This is an optimization exercise on Yosys and OpenROAD, whose aim is small area, not a production implementation. Only simulation tests tie the RTL to the original design; equivalence was not proved. No activity file was given, so power comes from the tool's default toggle rates.

==> flow/design.v <==
`timescale 1ns / 1ps
module FSM_Fan(
    input i_clk,
    input i_reset,
    input [3:0] i_button,
    output o_motor,
    output [3:0] o_light,
    output [3:0] o_FND_Digit,
    output [7:0] o_FND_Font
    );
    wire [3:0] w_event;
    genvar g;
    generate
        for (g = 0; g < 4; g = g + 1) begin : deb
            reg         r_state;
            reg  [19:0] r_cnt;
            wire        en = i_button[g] ^ r_state;
            wire [20:0] c;
            wire [19:0] sum = r_cnt ^ c[19:0];
            assign c[0] = en;
            assign c[20:1] = r_cnt & c[19:0];
            wire        full = r_cnt[6] & r_cnt[9] & r_cnt[14] & ~|r_cnt[19:16];
            wire        flip = en & full;
            assign w_event[g] = flip & r_state;
            always @(posedge i_clk or posedge i_reset) begin
                if (i_reset) begin
                    r_state <= 1'b0;
                    r_cnt   <= 20'h10000;
                end else begin
                    r_state <= r_state ^ flip;
                    r_cnt   <= (sum & ~(20'h04241 & {20{flip}})) | {3'd0, flip, 16'd0};
                end
            end
        end
    endgenerate
    reg [1:0] r_stage, r_next;
    wire [3:0] w_own = 4'b0001 << r_next;
    wire [3:0] w_cand = w_event & ~w_own;
    wire [1:0] w_sel = w_cand[0] ? 2'd0 : w_cand[1] ? 2'd1 : w_cand[2] ? 2'd2 : 2'd3;
    always @(posedge i_clk or posedge i_reset) begin
        if (i_reset) begin
            r_stage <= 2'd0;
            r_next  <= 2'd0;
        end else begin
            r_stage <= r_next;
            if (|w_cand) r_next <= w_sel;
        end
    end
    reg [6:0] r_p;
    reg [9:0] r_f;
    reg [1:0] r_pos;
    wire w_tick = (r_p == 7'd38);
    wire w_p49  = (r_p == 7'd68);
    wire [10:0] w_fc;
    wire [9:0]  w_fsum = r_f ^ w_fc[9:0];
    assign w_fc[0] = w_tick;
    assign w_fc[10:1] = r_f & w_fc[9:0];
    always @(posedge i_clk or posedge i_reset) begin
        if (i_reset) begin
            r_p   <= 7'd9;
            r_f   <= 10'd24;
            r_pos <= 2'd0;
        end else begin
            r_p <= {r_p[5:0], ~(r_p[6] ^ r_p[2]) ^ w_tick};
            r_f <= w_fsum | (10'd24 & {10{w_fc[10]}});
            if (w_p49 && r_f == 10'd524) r_pos <= r_pos + 2'd1;
        end
    end
    assign o_motor = (r_stage == 2'd1) ? (r_f < 10'd357) :
                     (r_stage == 2'd2) ? (r_f < 10'd690) :
                     (r_stage == 2'd3) ? ~&r_f : 1'b0;
    assign o_light = {1'b0, r_stage == 2'd3, r_stage[1], r_stage != 2'd0};
    assign o_FND_Digit = ~(4'b0001 << r_pos);
    reg [7:0] r_font;
    always @(*) begin
        case (r_pos == 2'd0 ? r_stage : 2'd0)
            2'd0: r_font = 8'hc0;
            2'd1: r_font = 8'hf9;
            2'd2: r_font = 8'ha4;
            default: r_font = 8'hb0;
        endcase
    end
    assign o_FND_Font = r_font;
endmodule
==> flow/config.mk <==
export PLATFORM = sky130hd
export DESIGN_NAME = FSM_Fan
export DESIGN_NICKNAME = FSM_Fan
export VERILOG_FILES = /design/flow/design.v
export SDC_FILE = /design/flow/constraint.sdc
export NUM_CORES = 4
export LEC_CHECK = 0
export CAP_MARGIN = 0
export CORE_MARGIN = 2
export CORE_UTILIZATION = 80
export SLEW_MARGIN = 0
==> flow/constraint.sdc <==
create_clock -name core_clock -period 10.0 [get_ports {i_clk}]
set_input_delay 2.0000 -clock core_clock [delete_from_list [all_inputs] [get_ports {i_clk}]]
set_output_delay 2.0000 -clock core_clock [all_outputs]
set_load 0.01 [all_outputs]
standard.sh (not shown) runs the stock make flow with config.mk's settings and CLKGATE_MAP_FILE= SYNTH_SCRIPT=/design/flow/synth_recipe.tcl, a recipe that flattens the netlist after the stock synthesis.
==> flow/flow/run.sh <==
#!/bin/bash
# The standard layout (standard.sh), with two changes made through ORFS's own
# variables: the port buffers are sky130_fd_sc_hd__buf_1, and clock tree
# synthesis inserts no dummy loads and builds the tree from clkbuf_8.
set -euo pipefail
export BUFFER_PORTS_ARGS="-buffer_cell sky130_fd_sc_hd__buf_1"
export CTS_ARGS="-sink_clustering_enable -repair_clock_nets -dont_use_dummy_load -buf_list sky130_fd_sc_hd__clkbuf_8"
bash standard.sh > standard.log 2>&1
The first run completed with no timing, DRC or antenna violations.
Next try:
CAP_MARGIN = 20   (was 0)
SLEW_MARGIN = 20   (was 0)
=> Design area grows by 0.42%. Via count grows by 1.8%. Utilization grows by 0.37 points. Synthesized area does not change. Flip-flop and latch count does not change. Worst hold slack is about the same. Setup slack loses 0.023 ns. Clock power is about the same. Total power grows by 0.45%.

==> separate check: timing with driven ports <==
No port has a modelled driver above. Below, the same layouts with a new extraction and two added sets of constraints. Step 1 sets driving cells, clkbuf_16 on the clock port and buf_2 on the other inputs (assumed; they add their load-dependent delay and slew). Step 2 adds t to the input delays and takes it off the output delays; t is the mean of the earliest and latest rising clock arrival at the registers after step 1. Input paths then give back, and output paths get back, about the clock's delay inside the block. Slacks: ideal / step 1 / step 2; pairs: ideal / step 1.
run | shift t [ns] | setup WS [ns] | worst hold slack (ns) | clock arrival spread, ns
the first run | 0.376 | 4.208 / 4.213 / 3.837 | 0.413 / 0.413 / 0.413 | 0.033 / 0.032
the second run | 0.378 | 4.185 / 4.190 / 3.812 | 0.415 / 0.415 / 0.415 | 0.032 / 0.033
After both steps setup and hold are still met in every run listed. For the second run, which loses most, drivers alone change the setup slack by +0.005 ns; drivers and shift together by -0.373 ns.
